This is an optimization exercise on Yosys and OpenROAD, whose aim is small area and a short achievable clock period, not a production implementation.
No run shown here included a check of the RTL's function; only the layout flow was run.

[flow/flow/run.sh]
#!/bin/bash
# Own flow: the standard layout (standard.sh), except that synthesis maps
# the combinational logic with flow/abc.script (see flow/synth.tcl).  Each
# step's full output goes to a log file of its own in this folder.
set -euo pipefail
W=$(pwd)
export OWN_WORK=$W
export OWN_ABC_SCRIPT=$W/flow/abc.script
for step in synth floorplan place cts route finish; do
  bash standard.sh SYNTH_SCRIPT=$W/flow/synth.tcl $step > $W/$step.log 2>&1
done
[flow/flow/abc.script]
strash
dch
map -B 0.9
topo
stime -c
buffer -c
upsize -c
dnsize -c
[flow/flow/synth.tcl]
# The standard flow's synthesis script (synth_recipe.tcl in the work folder), without
# Yosys's extract_fa step (ORFS's mapping of full and half adders onto the
# library's fa/ha cells) and with Yosys's abc pass run on flow/abc.script.
# Only the mapping of the combinational logic changes; the flip-flops and
# their names are the standard synthesis's.
proc extract_fa {args} { puts "own flow: extract_fa skipped" }
proc abc {args} {
  set i [lsearch $args -script]
  lset args [expr {$i + 1}] $::env(OWN_ABC_SCRIPT)
  puts "own flow: abc $args"
  yosys abc {*}$args
}
source $::env(OWN_WORK)/synth_recipe.tcl
[flow/standard.sh]
#!/bin/bash
# synth_recipe.tcl (not shown) runs the flow's synth.tcl, then flattens the netlist and writes it again
# the make line also repeats each setting of config.mk as NAME=value (left out here)
make -C /OpenROAD-flow-scripts/flow DESIGN_CONFIG=/design/flow/config.mk WORK_HOME=/design/flow/orfs CLKGATE_MAP_FILE= SYNTH_SCRIPT=/design/flow/synth_recipe.tcl "${@:-finish}"
[flow/config.mk]
export PLATFORM = sky130hd
export DESIGN_NAME = square_extractor
export DESIGN_NICKNAME = square_extractor
export VERILOG_FILES = /design/flow/design.v
export SDC_FILE = /design/flow/constraint.sdc
export NUM_CORES = 8
export LEC_CHECK = 0
export ABC_AREA = 1
export CAP_MARGIN = 20
export CORE_MARGIN = 2
export CORE_UTILIZATION = 40
export CTS_CLUSTER_DIAMETER = 250
export CTS_CLUSTER_SIZE = 25
export SETUP_SLACK_MARGIN = 3.05
export SLEW_MARGIN = 20
[flow/constraint.sdc]
create_clock -name core_clock -period 5.5 [get_ports {clk}]
set_input_delay 1.1000 -clock core_clock [delete_from_list [all_inputs] [get_ports {clk}]]
set_output_delay 1.1000 -clock core_clock [all_outputs]
set_load 0.01 [all_outputs]
[flow/design.v]
module square_cell #(
	parameter J = 1
)(
	input  [J:0]   r,      
	input  [J-1:0] qn,     
	input  [1:0]   b,      
	output [J+1:0] nr,
	output [J:0]   nqn
);
	wire [J+2:0] d = {r, b} + {1'b1, qn, 2'b11};
	wire ge = ~d[J+2];
	assign nqn = {qn, ~ge};
	assign nr = ge ? d[J+1:0] : {r[J-1:0], b};
endmodule
module square_cell4 #(
	parameter J = 1
)(
	input  [J:0]   r,      
	input  [J-1:0] qn,     
	input  [3:0]   b,      
	output [J+2:0] nr,
	output [J+1:0] nqn
);
	wire [J+5:0] t = {1'b0, r, b};
	wire [J+5:0] d1 = t + {3'b111, qn, 3'b111};             
	wire [J+5:0] d2 = t + {2'b11, qn, 4'b1100};             
	wire [J+5:0] d3 = t + {3'b111, qn, 3'b000} + {2'b11, qn, 4'b1111};  
	wire ge1 = ~d1[J+5];
	wire ge2 = ~d2[J+5];
	wire ge3 = ~d3[J+5];
	assign nqn = {qn, ~ge2, ~((ge1 & ~ge2) | ge3)};
	assign nr = ge3 ? d3[J+2:0] : ge2 ? d2[J+2:0] : ge1 ? d1[J+2:0] : t[J+2:0];
endmodule
module square_extractor #(
	parameter WIDTH = 32
)(
	input clk,     
	input rst_n,   
	input din_valid,
	input [2 * WIDTH - 1:0]radicand,
	output dout_valid,
	output [WIDTH - 1:0]dout,
	output [2 * WIDTH - 1:0]remainder
);
	wire [2:0] qn3;
	wire [3:0] r3;
	wire [2:0] q3_t;
	wire [5:0] sq3_t;
	assign q3_t = (radicand[63:58] >= 6'd49) ? 3'd7 : (radicand[63:58] >= 6'd36) ? 3'd6 : (radicand[63:58] >= 6'd25) ? 3'd5 : (radicand[63:58] >= 6'd16) ? 3'd4 : (radicand[63:58] >= 6'd9) ? 3'd3 : (radicand[63:58] >= 6'd4) ? 3'd2 : (radicand[63:58] >= 6'd1) ? 3'd1 : 3'd0;
	assign sq3_t = (radicand[63:58] >= 6'd49) ? 6'd49 : (radicand[63:58] >= 6'd36) ? 6'd36 : (radicand[63:58] >= 6'd25) ? 6'd25 : (radicand[63:58] >= 6'd16) ? 6'd16 : (radicand[63:58] >= 6'd9) ? 6'd9 : (radicand[63:58] >= 6'd4) ? 6'd4 : (radicand[63:58] >= 6'd1) ? 6'd1 : 6'd0;
	assign qn3 = ~q3_t;
	wire [5:0] r3_t = radicand[63:58] - sq3_t;
	assign r3 = r3_t[3:0];
	wire [57:0] x3 = radicand[57:0];
	reg v_s0;
	reg [2:0] qn_s0;
	reg [3:0] r_s0;
	reg [57:0] x_s0;
	always @(posedge clk or negedge rst_n)
		if (!rst_n) v_s0 <= 1'b0;
		else v_s0 <= din_valid;
	always @(posedge clk) begin qn_s0 <= qn3; r_s0 <= r3; x_s0 <= x3; end
	wire [4:0] qn5;
	wire [5:0] r5;
	square_cell4 #(.J(3)) u_step3 (.r(r_s0), .qn(qn_s0), .b(x_s0[57:54]), .nr(r5), .nqn(qn5));
	wire [53:0] x5 = x_s0[53:0];
	reg v_s1;
	reg [4:0] qn_s1;
	reg [5:0] r_s1;
	reg [53:0] x_s1;
	always @(posedge clk or negedge rst_n)
		if (!rst_n) v_s1 <= 1'b0;
		else v_s1 <= v_s0;
	always @(posedge clk) begin qn_s1 <= qn5; r_s1 <= r5; x_s1 <= x5; end
	wire [6:0] qn7;
	wire [7:0] r7;
	square_cell4 #(.J(5)) u_step5 (.r(r_s1), .qn(qn_s1), .b(x_s1[53:50]), .nr(r7), .nqn(qn7));
	wire [49:0] x7 = x_s1[49:0];
	reg v_s2;
	reg [6:0] qn_s2;
	reg [7:0] r_s2;
	reg [49:0] x_s2;
	always @(posedge clk or negedge rst_n)
		if (!rst_n) v_s2 <= 1'b0;
		else v_s2 <= v_s1;
	always @(posedge clk) begin qn_s2 <= qn7; r_s2 <= r7; x_s2 <= x7; end
	wire [8:0] qn9;
	wire [9:0] r9;
	square_cell4 #(.J(7)) u_step7 (.r(r_s2), .qn(qn_s2), .b(x_s2[49:46]), .nr(r9), .nqn(qn9));
	wire [45:0] x9 = x_s2[45:0];
	reg v_s3;
	reg [8:0] qn_s3;
	reg [9:0] r_s3;
	reg [45:0] x_s3;
	always @(posedge clk or negedge rst_n)
		if (!rst_n) v_s3 <= 1'b0;
		else v_s3 <= v_s2;
	always @(posedge clk) begin qn_s3 <= qn9; r_s3 <= r9; x_s3 <= x9; end
	wire [10:0] qn11;
	wire [11:0] r11;
	square_cell4 #(.J(9)) u_step9 (.r(r_s3), .qn(qn_s3), .b(x_s3[45:42]), .nr(r11), .nqn(qn11));
	wire [41:0] x11 = x_s3[41:0];
	reg v_s4;
	reg [10:0] qn_s4;
	reg [11:0] r_s4;
	reg [41:0] x_s4;
	always @(posedge clk or negedge rst_n)
		if (!rst_n) v_s4 <= 1'b0;
		else v_s4 <= v_s3;
	always @(posedge clk) begin qn_s4 <= qn11; r_s4 <= r11; x_s4 <= x11; end
	wire [12:0] qn13;
	wire [13:0] r13;
	square_cell4 #(.J(11)) u_step11 (.r(r_s4), .qn(qn_s4), .b(x_s4[41:38]), .nr(r13), .nqn(qn13));
	wire [37:0] x13 = x_s4[37:0];
	reg v_s5;
	reg [12:0] qn_s5;
	reg [13:0] r_s5;
	reg [37:0] x_s5;
	always @(posedge clk or negedge rst_n)
		if (!rst_n) v_s5 <= 1'b0;
		else v_s5 <= v_s4;
	always @(posedge clk) begin qn_s5 <= qn13; r_s5 <= r13; x_s5 <= x13; end
	wire [14:0] qn15;
	wire [15:0] r15;
	square_cell4 #(.J(13)) u_step13 (.r(r_s5), .qn(qn_s5), .b(x_s5[37:34]), .nr(r15), .nqn(qn15));
	wire [33:0] x15 = x_s5[33:0];
	reg v_s6;
	reg [14:0] qn_s6;
	reg [15:0] r_s6;
	reg [33:0] x_s6;
	always @(posedge clk or negedge rst_n)
		if (!rst_n) v_s6 <= 1'b0;
		else v_s6 <= v_s5;
	always @(posedge clk) begin qn_s6 <= qn15; r_s6 <= r15; x_s6 <= x15; end
	wire [15:0] qn16;
	wire [16:0] r16;
	square_cell #(.J(15)) u_step15 (.r(r_s6), .qn(qn_s6), .b(x_s6[33:32]), .nr(r16), .nqn(qn16));
	wire [31:0] x16 = x_s6[31:0];
	reg v_s7;
	reg [15:0] qn_s7;
	reg [16:0] r_s7;
	reg [31:0] x_s7;
	always @(posedge clk or negedge rst_n)
		if (!rst_n) v_s7 <= 1'b0;
		else v_s7 <= v_s6;
	always @(posedge clk) begin qn_s7 <= qn16; r_s7 <= r16; x_s7 <= x16; end
	wire [16:0] qn17;
	wire [17:0] r17;
	square_cell #(.J(16)) u_step16 (.r(r_s7), .qn(qn_s7), .b(x_s7[31:30]), .nr(r17), .nqn(qn17));
	wire [29:0] x17 = x_s7[29:0];
	reg v_s8;
	reg [16:0] qn_s8;
	reg [17:0] r_s8;
	reg [29:0] x_s8;
	always @(posedge clk or negedge rst_n)
		if (!rst_n) v_s8 <= 1'b0;
		else v_s8 <= v_s7;
	always @(posedge clk) begin qn_s8 <= qn17; r_s8 <= r17; x_s8 <= x17; end
	wire [17:0] qn18;
	wire [18:0] r18;
	square_cell #(.J(17)) u_step17 (.r(r_s8), .qn(qn_s8), .b(x_s8[29:28]), .nr(r18), .nqn(qn18));
	wire [27:0] x18 = x_s8[27:0];
	reg v_s9;
	reg [17:0] qn_s9;
	reg [18:0] r_s9;
	reg [27:0] x_s9;
	always @(posedge clk or negedge rst_n)
		if (!rst_n) v_s9 <= 1'b0;
		else v_s9 <= v_s8;
	always @(posedge clk) begin qn_s9 <= qn18; r_s9 <= r18; x_s9 <= x18; end
	wire [18:0] qn19;
	wire [19:0] r19;
	square_cell #(.J(18)) u_step18 (.r(r_s9), .qn(qn_s9), .b(x_s9[27:26]), .nr(r19), .nqn(qn19));
	wire [25:0] x19 = x_s9[25:0];
	reg v_s10;
	reg [18:0] qn_s10;
	reg [19:0] r_s10;
	reg [25:0] x_s10;
	always @(posedge clk or negedge rst_n)
		if (!rst_n) v_s10 <= 1'b0;
		else v_s10 <= v_s9;
	always @(posedge clk) begin qn_s10 <= qn19; r_s10 <= r19; x_s10 <= x19; end
	wire [19:0] qn20;
	wire [20:0] r20;
	square_cell #(.J(19)) u_step19 (.r(r_s10), .qn(qn_s10), .b(x_s10[25:24]), .nr(r20), .nqn(qn20));
	wire [23:0] x20 = x_s10[23:0];
	reg v_s11;
	reg [19:0] qn_s11;
	reg [20:0] r_s11;
	reg [23:0] x_s11;
	always @(posedge clk or negedge rst_n)
		if (!rst_n) v_s11 <= 1'b0;
		else v_s11 <= v_s10;
	always @(posedge clk) begin qn_s11 <= qn20; r_s11 <= r20; x_s11 <= x20; end
	wire [20:0] qn21;
	wire [21:0] r21;
	square_cell #(.J(20)) u_step20 (.r(r_s11), .qn(qn_s11), .b(x_s11[23:22]), .nr(r21), .nqn(qn21));
	wire [21:0] x21 = x_s11[21:0];
	reg v_s12;
	reg [20:0] qn_s12;
	reg [21:0] r_s12;
	reg [21:0] x_s12;
	always @(posedge clk or negedge rst_n)
		if (!rst_n) v_s12 <= 1'b0;
		else v_s12 <= v_s11;
	always @(posedge clk) begin qn_s12 <= qn21; r_s12 <= r21; x_s12 <= x21; end
	wire [21:0] qn22;
	wire [22:0] r22;
	square_cell #(.J(21)) u_step21 (.r(r_s12), .qn(qn_s12), .b(x_s12[21:20]), .nr(r22), .nqn(qn22));
	wire [19:0] x22 = x_s12[19:0];
	reg v_s13;
	reg [21:0] qn_s13;
	reg [22:0] r_s13;
	reg [19:0] x_s13;
	always @(posedge clk or negedge rst_n)
		if (!rst_n) v_s13 <= 1'b0;
		else v_s13 <= v_s12;
	always @(posedge clk) begin qn_s13 <= qn22; r_s13 <= r22; x_s13 <= x22; end
	wire [22:0] qn23;
	wire [23:0] r23;
	square_cell #(.J(22)) u_step22 (.r(r_s13), .qn(qn_s13), .b(x_s13[19:18]), .nr(r23), .nqn(qn23));
	wire [17:0] x23 = x_s13[17:0];
	reg v_s14;
	reg [22:0] qn_s14;
	reg [23:0] r_s14;
	reg [17:0] x_s14;
	always @(posedge clk or negedge rst_n)
		if (!rst_n) v_s14 <= 1'b0;
		else v_s14 <= v_s13;
	always @(posedge clk) begin qn_s14 <= qn23; r_s14 <= r23; x_s14 <= x23; end
	wire [23:0] qn24;
	wire [24:0] r24;
	square_cell #(.J(23)) u_step23 (.r(r_s14), .qn(qn_s14), .b(x_s14[17:16]), .nr(r24), .nqn(qn24));
	wire [15:0] x24 = x_s14[15:0];
	reg v_s15;
	reg [23:0] qn_s15;
	reg [24:0] r_s15;
	reg [15:0] x_s15;
	always @(posedge clk or negedge rst_n)
		if (!rst_n) v_s15 <= 1'b0;
		else v_s15 <= v_s14;
	always @(posedge clk) begin qn_s15 <= qn24; r_s15 <= r24; x_s15 <= x24; end
	wire [24:0] qn25;
	wire [25:0] r25;
	square_cell #(.J(24)) u_step24 (.r(r_s15), .qn(qn_s15), .b(x_s15[15:14]), .nr(r25), .nqn(qn25));
	wire [13:0] x25 = x_s15[13:0];
	reg v_s16;
	reg [24:0] qn_s16;
	reg [25:0] r_s16;
	reg [13:0] x_s16;
	always @(posedge clk or negedge rst_n)
		if (!rst_n) v_s16 <= 1'b0;
		else v_s16 <= v_s15;
	always @(posedge clk) begin qn_s16 <= qn25; r_s16 <= r25; x_s16 <= x25; end
	wire [25:0] qn26;
	wire [26:0] r26;
	square_cell #(.J(25)) u_step25 (.r(r_s16), .qn(qn_s16), .b(x_s16[13:12]), .nr(r26), .nqn(qn26));
	wire [11:0] x26 = x_s16[11:0];
	reg v_s17;
	reg [25:0] qn_s17;
	reg [26:0] r_s17;
	reg [11:0] x_s17;
	always @(posedge clk or negedge rst_n)
		if (!rst_n) v_s17 <= 1'b0;
		else v_s17 <= v_s16;
	always @(posedge clk) begin qn_s17 <= qn26; r_s17 <= r26; x_s17 <= x26; end
	wire [26:0] qn27;
	wire [27:0] r27;
	square_cell #(.J(26)) u_step26 (.r(r_s17), .qn(qn_s17), .b(x_s17[11:10]), .nr(r27), .nqn(qn27));
	wire [9:0] x27 = x_s17[9:0];
	reg v_s18;
	reg [26:0] qn_s18;
	reg [27:0] r_s18;
	reg [9:0] x_s18;
	always @(posedge clk or negedge rst_n)
		if (!rst_n) v_s18 <= 1'b0;
		else v_s18 <= v_s17;
	always @(posedge clk) begin qn_s18 <= qn27; r_s18 <= r27; x_s18 <= x27; end
	wire [27:0] qn28;
	wire [28:0] r28;
	square_cell #(.J(27)) u_step27 (.r(r_s18), .qn(qn_s18), .b(x_s18[9:8]), .nr(r28), .nqn(qn28));
	wire [7:0] x28 = x_s18[7:0];
	reg v_s19;
	reg [27:0] qn_s19;
	reg [28:0] r_s19;
	reg [7:0] x_s19;
	always @(posedge clk or negedge rst_n)
		if (!rst_n) v_s19 <= 1'b0;
		else v_s19 <= v_s18;
	always @(posedge clk) begin qn_s19 <= qn28; r_s19 <= r28; x_s19 <= x28; end
	wire [28:0] qn29;
	wire [29:0] r29;
	square_cell #(.J(28)) u_step28 (.r(r_s19), .qn(qn_s19), .b(x_s19[7:6]), .nr(r29), .nqn(qn29));
	wire [5:0] x29 = x_s19[5:0];
	reg v_s20;
	reg [28:0] qn_s20;
	reg [29:0] r_s20;
	reg [5:0] x_s20;
	always @(posedge clk or negedge rst_n)
		if (!rst_n) v_s20 <= 1'b0;
		else v_s20 <= v_s19;
	always @(posedge clk) begin qn_s20 <= qn29; r_s20 <= r29; x_s20 <= x29; end
	wire [29:0] qn30;
	wire [30:0] r30;
	square_cell #(.J(29)) u_step29 (.r(r_s20), .qn(qn_s20), .b(x_s20[5:4]), .nr(r30), .nqn(qn30));
	wire [3:0] x30 = x_s20[3:0];
	reg v_s21;
	reg [29:0] qn_s21;
	reg [30:0] r_s21;
	reg [3:0] x_s21;
	always @(posedge clk or negedge rst_n)
		if (!rst_n) v_s21 <= 1'b0;
		else v_s21 <= v_s20;
	always @(posedge clk) begin qn_s21 <= qn30; r_s21 <= r30; x_s21 <= x30; end
	wire [30:0] qn31;
	wire [31:0] r31;
	square_cell #(.J(30)) u_step30 (.r(r_s21), .qn(qn_s21), .b(x_s21[3:2]), .nr(r31), .nqn(qn31));
	wire [1:0] x31 = x_s21[1:0];
	reg v_s22;
	reg [30:0] qn_s22;
	reg [31:0] r_s22;
	reg [1:0] x_s22;
	always @(posedge clk or negedge rst_n)
		if (!rst_n) v_s22 <= 1'b0;
		else v_s22 <= v_s21;
	always @(posedge clk) begin qn_s22 <= qn31; r_s22 <= r31; x_s22 <= x31; end
	wire [31:0] qn32;
	wire [32:0] r32;
	square_cell #(.J(31)) u_step31 (.r(r_s22), .qn(qn_s22), .b(x_s22[1:0]), .nr(r32), .nqn(qn32));
	reg v_s23;
	reg [31:0] qn_s23;
	reg [32:0] r_s23;
	always @(posedge clk or negedge rst_n)
		if (!rst_n) v_s23 <= 1'b0;
		else v_s23 <= v_s22;
	always @(posedge clk) begin qn_s23 <= qn32; r_s23 <= r32; end
	assign dout_valid = v_s23;
	assign dout = ~qn_s23;
	assign remainder = {31'b0, r_s23};
endmodule
==> flow_results.org, run 1 <==
** GRT
- Total track usage :: between 20% and 30%
- The via count of the first global-routing pass came to roughly 64000.
- Remaining Overflow, GRT :: 0
- Antenna violations before repair :: 4
- Largest net degree at the start of global routing :: 35
- The first global-routing pass estimated ~350000 µm of wire.

** Setup path
- Worst path max stage delay :: a little under 0.5 ns
- Bufs and invs on worst path :: 4
- Capturing element type of the critical path :: flop
- For the worst setup path, the data arrival time is 3.02 ns.
- Kind of critical path :: flop to flop
- The largest individual stage delay along the critical path comes from the cell sky130_fd_sc_hd__dfxtp_1.
- Crit-path max FO :: 11
- Required time worst endpoint :: around 6.1 ns
- The worst setup path is launched from a flop.
- Critical-path cell list :: nor2_1 -> inv_1 -> nand2_1 -> nor2_2 -> inv_2 -> nor2_2 -> inv_2 -> nor3_2 -> nand3_1 -> nand3b_1 -> buf_4 -> nand2_4 -> o21ai_1
- Top Family by Delay on Critical Path :: simple AND/OR/NAND/NOR gates

** Clock tree
- In this run the clock root is driven by a sky130_fd_sc_hd__clkbuf_16.
- The clock tree synthesis step divided the H-tree into 3 levels.
- After clock tree synthesis, the flow added hold-fix buffers numbering 0.
- The clock reaches the later pin of the worst-skew pair after 0.76 ns.
- Reg clk slew, reported paths :: 0.12 ns
- TritonCTS built the clock tree.
- No sink is reached through more buffers than the 3 on the longest clock path.
- In this run, CTS created clock tree buffers numbering 73.
- Total number of clock tree sinks :: between 1500 and 2000

** Route
- Total via count after detailed routing :: 69928
- Detailed-router iteration count before antenna repair :: 6
- In the routed design, unresolved DRC markers number 0.
- Drt wl/cell :: about 16 µm
- For this block, the initial DRC count from the detailed router was between 5000 and 6000.
- The routed design has 230000 µm of wire.
- Number of antenna-violating nets in the routed design :: 0
- In the routed layout, each cell is associated on average with a via count of just under 5.

** Finish
- Proportion of layout cells with a drive suffix above 1 :: 6.54%
- Sequential standard cell area :: 31900 µm²
- Multi-input logic area :: just under 40000 µm²
- Relative to the synthesized area, the layout overhead comes to 9.47%.
- Count of nets after finishing :: 11676
- After filler insertion, the fill cell instance count of the layout stands at 19859.
- Summing all non-filler instances in the final layout gives an area of between 80000 and 90000 µm².

** Timing
- Slew at the pin with the worst max-slew slack :: approximately 0.73 ns
- The count of final hold-check violations came to 0.
- Setup violation total in the final timing report :: 0
- Aggregate negative setup slack :: 0 ns
- Max-slew headroom at the worst pin :: 50.5%
- The clock arrives with roughly 0.055 ns of skew.
- Final Max Slew Viols :: 0
- Worst hold slack :: roughly 0.30 ns
- Setup repair after global routing missed its margin :: yes
- Minimum clock period after layout :: around 2.4 ns
- Static timing analysis puts the maximum clock frequency at 415 MHz.
- The final critical path takes up 43.8% of the cycle.

** Die
- The floorplan step set the die height to 440 µm.
- Core Rows :: roughly 160
- Starting Density :: between 40% and 50%
- Die area :: 193000 µm²
- The floorplan step defined a core boundary enclosing about 190000 µm².
- I/O pin cnt :: 164
- The die is roughly 440 µm wide.

** Synth
- Adder and majority cell fraction of the synthesized area :: less than 1%
- Yosys warning count :: 1
- In this run, distinct cell masters in the synthesized netlist total 61.
- Combinational family with the most area after synthesis :: simple AND/OR/NAND/NOR gates
- A synthesized cell averages 6.62 µm².
- Post-synthesis instance area :: 75900 µm²
- Proportion of synthesized area in mux cells :: 0%
- In this run, synthesis produced a sequential element count of ~1600.
- Synthesis produced 11458 cells.
- Summing the areas of all compound-gate instances in the mapped netlist gives under 10% of the synthesized area.
- After Yosys synthesis, and, or, nand and nor cells account for a little over a third of the synthesized area.
- After synthesis, flip-flops and latches occupy a little over two fifths of the total area.
- Xor-xnor portion of the synthesized cell area :: under 10%

** Placement
- Post-DP Area :: 79200 µm²
- During placement, the flow inserted port buffers numbering between 100 and 150.
- Hpwl dp :: roughly 180000 µm
- At the end of routability-driven placement, the weighted congestion stood at 0.944.

** Status
- Run status :: finished clean

** Flow run
- Count of max-cap constraint violations :: 0

** Min path
- Type of the most critical hold path :: flop to flop
[layer usage]
layer	GRT usage, %	vias to the layer above	part of all wire, %
li1	-	35883	-
met1	30.9	31895	47
met2	37.4	1869	45
met3	2.17	281	5.2
met4	6.92	0	2.8
met5	0	-	0
[cells in the mapped netlist (all sizes together)]
cell        n  area, µm²
nand2    4147      15900
nor2     1610       6280
dfxtp    1560      31200
inv      1406       5280
nand3     659       3390
a21oi     602       3070
o21ai     420       2200
xor2      271       2370
buf       143       1200
xnor2     123       1090
nand4     102        651
nor3       95        528
o21bai     66        514
a31oi      53        332
o211ai     27        203
or2        27        169
nand3b     26        195
dfrtp      24        601
a21boi     23        173
o21a       21        158
a21o       12       90.1
and2       12       75.1
clkbuf      6       30.0
a211oi      4       30.0
and3        4       25.0
nor4        4       25.0
clkinv      2       7.51
nand2b      2       12.5
nor3b       2       15.0
o2111ai     2       17.5
a31o        1       8.76
conb        1       3.75
maj3        1       10.0
[final timing paths]
path	from	to	slack, ns	cells after the start
max	qn_s17[11]	r_s18[13]	3.09	13
min	x_s6[31]	x_s7[31]	0.30	0
max reg2reg	qn_s17[11]	r_s18[13]	3.09	13
min reg2reg	x_s6[31]	x_s7[31]	0.30	0
max in group asynchronous	rst_n	v_s2	4.81	1
min in group asynchronous	rst_n	v_s7	0.31	1
[flip-flops by register name (all words and copies together) (netlist names), 27 cells and up]
| signal | cells |
|---|---|
| x_s0 | 58 |
| x_s1 | 54 |
| x_s2 | 50 |
| x_s3 | 46 |
| x_s4 | 42 |
| x_s5 | 38 |
| x_s6 | 34 |
| r_s23 | 33 |
| qn_s23 | 32 |
| r_s22 | 32 |
| x_s7 | 32 |
| qn_s22 | 31 |
| r_s21 | 31 |
| qn_s21 | 30 |
| r_s20 | 30 |
| x_s8 | 30 |
| qn_s20 | 29 |
| r_s19 | 29 |
| qn_s19 | 28 |
| r_s18 | 28 |
| x_s9 | 28 |
| qn_s18 | 27 |
| r_s17 | 27 |
[placed cells by master, fill, tap and decap left out, types with 100 or more instances in the layout]
| cell | netlist | final |
|---|---|---|
| sky130_fd_sc_hd__a21oi_1 | 589 | 578 |
| sky130_fd_sc_hd__dfxtp_1 | 1560 | 1490 |
| sky130_fd_sc_hd__inv_1 | 1363 | 1361 |
| sky130_fd_sc_hd__nand2_1 | 4055 | 4030 |
| sky130_fd_sc_hd__nand3_1 | 645 | 629 |
| sky130_fd_sc_hd__nand4_1 | 100 | 100 |
| sky130_fd_sc_hd__nor2_1 | 1528 | 1431 |
| sky130_fd_sc_hd__nor2_2 | 76 | 144 |
| sky130_fd_sc_hd__o21ai_0 | 313 | 301 |
| sky130_fd_sc_hd__xnor2_1 | 121 | 121 |
| sky130_fd_sc_hd__xor2_1 | 271 | 271 |
[stage by stage]
stage | cells | worst slack, ns | utilization (%)
6_report | 14115 | 3.09 | 44.1
3_5_place_dp | 13966 | 2.40 | 42.1
3_3_place_gp | 13966 | 2.17 | 42.1
5_1_grt | 14113 | 2.97 | 44.1
2_1_floorplan | 11488 | 3.12 | -
4_1_cts | 14064 | 3.05 | 43.2
[worst reg2reg max path: stages (launching register included)]
cell                       delay, ns
sky130_fd_sc_hd__dfxtp_1        0.49
sky130_fd_sc_hd__nor2_1         0.09
sky130_fd_sc_hd__inv_1          0.06
sky130_fd_sc_hd__nand2_1        0.11
sky130_fd_sc_hd__nor2_2         0.18
sky130_fd_sc_hd__inv_2          0.05
sky130_fd_sc_hd__nor2_2         0.12
sky130_fd_sc_hd__inv_2          0.06
sky130_fd_sc_hd__nor3_2         0.17
sky130_fd_sc_hd__nand3_1        0.13
sky130_fd_sc_hd__nand3b_1       0.13
sky130_fd_sc_hd__buf_4          0.18
sky130_fd_sc_hd__nand2_4        0.15
sky130_fd_sc_hd__o21ai_1        0.38
[layout make-up]
class | count | share of cell area, %
diodes | 2 | 0.00603
clock buffers | 81 | 2.34
clock inverters | 3 | 0.0407
inverters | 1408 | 6.40
multi-input cells | 8383 | 47.4
flip-flops and latches | 1584 | 38.4
well taps | 2495 | 3.76
repair buffers | 159 | 1.61
[timing repair]
item	4_1_cts	5_1_grt
resized for setup	325	323
pin swaps	7	36
setup buffers	7	20
setup endpoints to repair	391	460
cloned	7	29
[cell families (layout without fill, tap and decap cells)]
logic type / Yosys count / in the layout
AOI/OAI and AO/OA: 1231 / 1232
xor gates and xnor gates: 394 / 394
adders and majority gates: 1 / 1
buffers and inverters: 1557 / 1651
DFF: 1584 / 1584
other: 1 / 33
and+or+nand+nor: 6690 / 6725
==> inputs of run 2 (changes only) <==
--- a/flow/config.mk
+++ b/flow/config.mk
@@ -9,7 +9,7 @@
 export CAP_MARGIN = 20
 export CORE_MARGIN = 2
 export CORE_UTILIZATION = 40
-export CTS_CLUSTER_DIAMETER = 250
-export CTS_CLUSTER_SIZE = 25
+export CTS_CLUSTER_DIAMETER = 200
+export CTS_CLUSTER_SIZE = 20
 export SETUP_SLACK_MARGIN = 3.05
 export SLEW_MARGIN = 20
==> run 2 against run 1 <==
Flip-flop and latch count is the same. Cell area grew 0.50%. Fmax grew 0.48%. Clock-buffer cell count grew 14. Final cell count grew 0.16%. Critical path type unchanged. Non-clock buffer count grew 7. Still clean. Register-to-register slack is essentially flat. Setup slack gained 0.011 ns. Global-route usage grew 0.052 points.
==> flow_results.org, run 2 <==
** Clock tree
- Number of buffers on the longest clock path :: 3
- Clock-pin slew was measured on the worst setup and hold paths at about 0.090 ns.
- Clock latency on the worst-skew pair, taken at its later pin, is 0.76 ns.
- Counting every sink on the clock net gives approximately 1600.
- Hold repair after CTS inserted 0 buffers.
- The cell sitting at the root of the clock tree is a sky130_fd_sc_hd__clkbuf_16.
- Clock tree synthesis inserted a total of 89 buffers.
- TritonCTS built the clock tree.
- In this run the number of H-tree levels came out at 3.

** Setup path
- Worst path max stage delay :: ~0.37 ns
- The critical path contains buffers and inverters numbering 3 combined.
- Slowest stage cell on the critical path :: sky130_fd_sc_hd__dfxtp_2
- Crit-path max FO :: 6
- Type of element launching the critical path :: flop
- Critical path arrival :: roughly 3.0 ns
- Top Family by Delay on Critical Path :: simple AND/OR/NAND/NOR gates
- The most numerous cell type found on the critical path is sky130_fd_sc_hd__nand2_1.
- Critical-path cell list :: nand2_1 -> inv_1 -> nor2_2 -> nand2_1 -> inv_1 -> nand2_1 -> o21bai_4 -> nand3_2 -> nand4_1 -> buf_4 -> nand2_4 -> nand2_1 -> nand2_1
- Capturing element type of the critical path :: flop
- Kind of critical path :: flop to flop
- Required time worst endpoint :: roughly 6.1 ns

** Finish
- Fin util :: between 40% and 50%
- Final Cell Area :: roughly 83000 µm²
- Commonest non-fill, non-tap cells in the layout :: sky130_fd_sc_hd__nand2_1 (4027), sky130_fd_sc_hd__dfxtp_1 (1486), sky130_fd_sc_hd__nor2_1 (1430)
- Count of nets after finishing :: approximately 12000
- After filler insertion, the fill cell instance count of the layout stands at just under 20000.
- Largest reg by FF count :: x_s0
- Of the cells placed in the final design, the portion with a size suffix greater than 1 is 6.80%.
- Summing all multi-input logic gate instances after layout gives a little under 40000 µm².
- Sequential standard cell area :: between 30000 and 40000 µm²
- Leaving out fill and tap cells, the most frequent cell in the layout is sky130_fd_sc_hd__nand2_1.
- The largest registers in the layout are x_s0: 58 flops, x_s1: 54 flops, x_s2: 50 flops.
- Flip-flop count of the largest register, all copies and words added :: 58
- Synth-to-layout area growth :: 10.0%

** Synth
- Number of standard cells after synthesis :: 11458
- Post-synthesis instance area :: between 70000 and 80000 µm²
- Cell taking the most area after synthesis :: sky130_fd_sc_hd__dfxtp_1
- Averaged over all synthesized cells, the footprint is 6.62 µm².
- Top cells by instance count after synthesis :: sky130_fd_sc_hd__nand2_1 (4055), sky130_fd_sc_hd__dfxtp_1 (1560), sky130_fd_sc_hd__nor2_1 (1528), sky130_fd_sc_hd__inv_1 (1363), sky130_fd_sc_hd__nand3_1 (645)
- Async set-reset flop share out of synthesis :: between 1.5 and 2%
- Yosys instantiated no cell more often than sky130_fd_sc_hd__nand2_1.
- The top cell type by area accounts for 41.2% of the synthesized area.
- Counting distinct cell types in the post-synthesis netlist gives 61.
- The synthesized design contains 0 enable-type register cells.
- In the post-synthesis netlist, the biggest area contributors are sky130_fd_sc_hd__dfxtp_1 (41%), sky130_fd_sc_hd__nand2_1 (20%), sky130_fd_sc_hd__nor2_1 (7.6%), sky130_fd_sc_hd__inv_1 (6.7%), sky130_fd_sc_hd__nand3_1 (4.3%).
- Synthesized flop and latch total :: between 1500 and 2000
- Sequential cell area fraction in the yosys report :: between 40% and 50%
- Yosys warning count :: 1
- Among all flip-flop cells after synthesis, the most frequent one is sky130_fd_sc_hd__dfxtp_1.

** Timing
- Setup violations remaining at the end of the flow were counted as 0.
- Max Freq :: between 400 and 500 MHz
- Across all setup checks in the final design, the least slack found is ~3.1 ns.
- Final period utilization :: between 40% and 50%
- Final Max Slew Viols :: 0
- Hold Fails Final Rpt :: 0
- Setup repair after global routing could not meet its margin everywhere.
- For the final database, setup skew stands at 0.0454 ns.
- Minimum clock period after layout :: around 2.4 ns
- Adding up every negative setup slack in the final design gives 0 ns.
- The worst pin sits at a relative slew slack of about half.
- For the pin with the worst max-slew slack, the measured transition is 0.742 ns.

** GRT
- Wire length of the first global-routing pass :: 350000 µm
- Remaining Overflow, GRT :: 0
- Total track usage :: between 20% and 30%
- Largest net degree at the start of global routing :: 35
- The number of antenna violations at the first check in global routing is 4.
- The via count of the first global-routing pass came to about 64000.

** Die
- Die area :: between 150000 and 200000 µm²
- Die Span X :: between 400 and 500 µm
- The floorplan step defined a core boundary enclosing approximately 190000 µm².
- Core Rows :: between 150 and 200
- For this design the top-level I/O count stands at 164.
- The initial utilization of the core area, before any placement, comes to 40.3%.
- DIE HEIGHT :: 440 µm

** Route
- Total via count after detailed routing :: between 70000 and 80000
- Drt wl/cell :: 16.3 µm
- The detail route stage leaves a number of antenna-violating nets equal to 0.
- Detailed-router iteration count before antenna repair :: 6
- Drt via density :: slightly below 5
- For this run, design rule violations remaining after detail routing come to 0.
- The final layout contains routed wiring with a total length of 231000 µm.
- Starting DRC count in detailed routing :: roughly 5700

** Status
- The flow ran to the end and the layout has no timing, DRC or antenna violations.

** Placement
- OpenSTA, run right after detailed placement, puts the worst setup slack at ~2.4 ns.
- Hpwl dp :: ~180000 µm
- Buffers placed on the I/O ports in this run total between 100 and 150.
- Global placement routability congestion :: between 0.9 and 1
- Summing all placed instances gives a cell area of 79200 µm².

** Flow run
- Count of max-cap constraint violations :: 0

** Min path
- The worst hold path belongs to the class input pin to asynchronous set/reset pin.
run 2: cell count changes in the layout (fill, tap and decap cells not counted), sizes merged:
cell           before   now
clkdlybuf4s15      12     0
inv              1408  1409
clkbuf             83    95
nand2            4180  4177
buf                80   101
clkinv              2     5
run 2: what timing repair did:
item / CTS / global route
gates resized for setup: 330 / 342
pin swaps: 7 / 41
setup endpoints to repair: 374 / 451
buffers inserted: 6 / 28
cloned: 7 / 26
run 2: layout make-up:
class,count,share of cell area (%)
clock buffers,95,2.72
repair buffers,166,1.59
clock inverters,7,0.169
well taps,2495,3.74
diodes,2,0.00600
multi-input cells,8380,47.2
flip-flops and latches,1584,38.2
inverters,1408,6.36
run 2: per-layer routing:
| layer | part of all wire, % | GRT usage [%] | vias to the layer above |
|---|---|---|---|
| li1 | - | - | 35935 |
| met1 | 47 | 30.9 | 31995 |
| met2 | 45 | 37.4 | 1908 |
| met3 | 5.2 | 2.36 | 299 |
| met4 | 2.8 | 7.03 | 0 |
| met5 | 0 | 0 | - |
run 2: worst paths after layout:
kind,startpoint,endpoint,slack [ns],cells after the start
worst max-delay path,qn_s13[2],r_s14[5],3.10,13
worst min-delay path,rst_n,v_s8,0.30,1
worst max register to register,qn_s13[2],r_s14[5],3.10,13
worst min register to register,x_s0[46],x_s1[46],0.30,0
max in group asynchronous,rst_n,v_s9,4.85,1
min in group core_clock,x_s0[46],x_s1[46],0.30,0
run 2: logic make-up after synthesis:
group                      Yosys count  share of synthesized area (%)
and+or+nand+nor                   6690                           35.9
DFF                               1584                           42.0
buffers and inverters             1557                           8.60
AOI/OAI and AO/OA                 1231                           8.95
xor gates and xnor gates           394                           4.57
adders and majority gates            1                         0.0132
other                                1                        0.00494
run 2: stage by stage:
step           cells  hold slack, ns
6_report       14137           0.299
5_1_grt        14135           0.308
4_1_cts        14081           0.312
3_5_place_dp   13966           0.312
3_3_place_gp   13966           0.310
2_1_floorplan  11488           0.310

==> what the ideal ports hide <==
No port has a modelled driver above. Below, the same layouts with a new extraction and two added sets of constraints.
Step 1: set_driving_cell puts a clkbuf_16 on clk and a buf_2 on each other input, an assumption about the parent block.
Step 2 also shifts input and output timing later by t, the mid clock arrival at the registers, as if the neighbouring blocks saw the same clock.
a / b / c = ideal ports / drivers / drivers and shift; a / b = the first two.
run	t, ns	slack for setup (ns)	hold WS [ns]	slew at the worst register clock pin (ns)
run 1	0.814	3.090 / 3.043 / 2.477	0.300 / 0.244 / 0.300	0.12 / 0.12
run 2	0.827	3.102 / 3.043 / 2.473	0.299 / 0.237 / 0.300	0.10 / 0.10
After both steps every run listed still meets setup and hold. For run 2, which loses most, drivers alone change the setup slack by -0.059 ns; drivers and shift together by -0.629 ns.
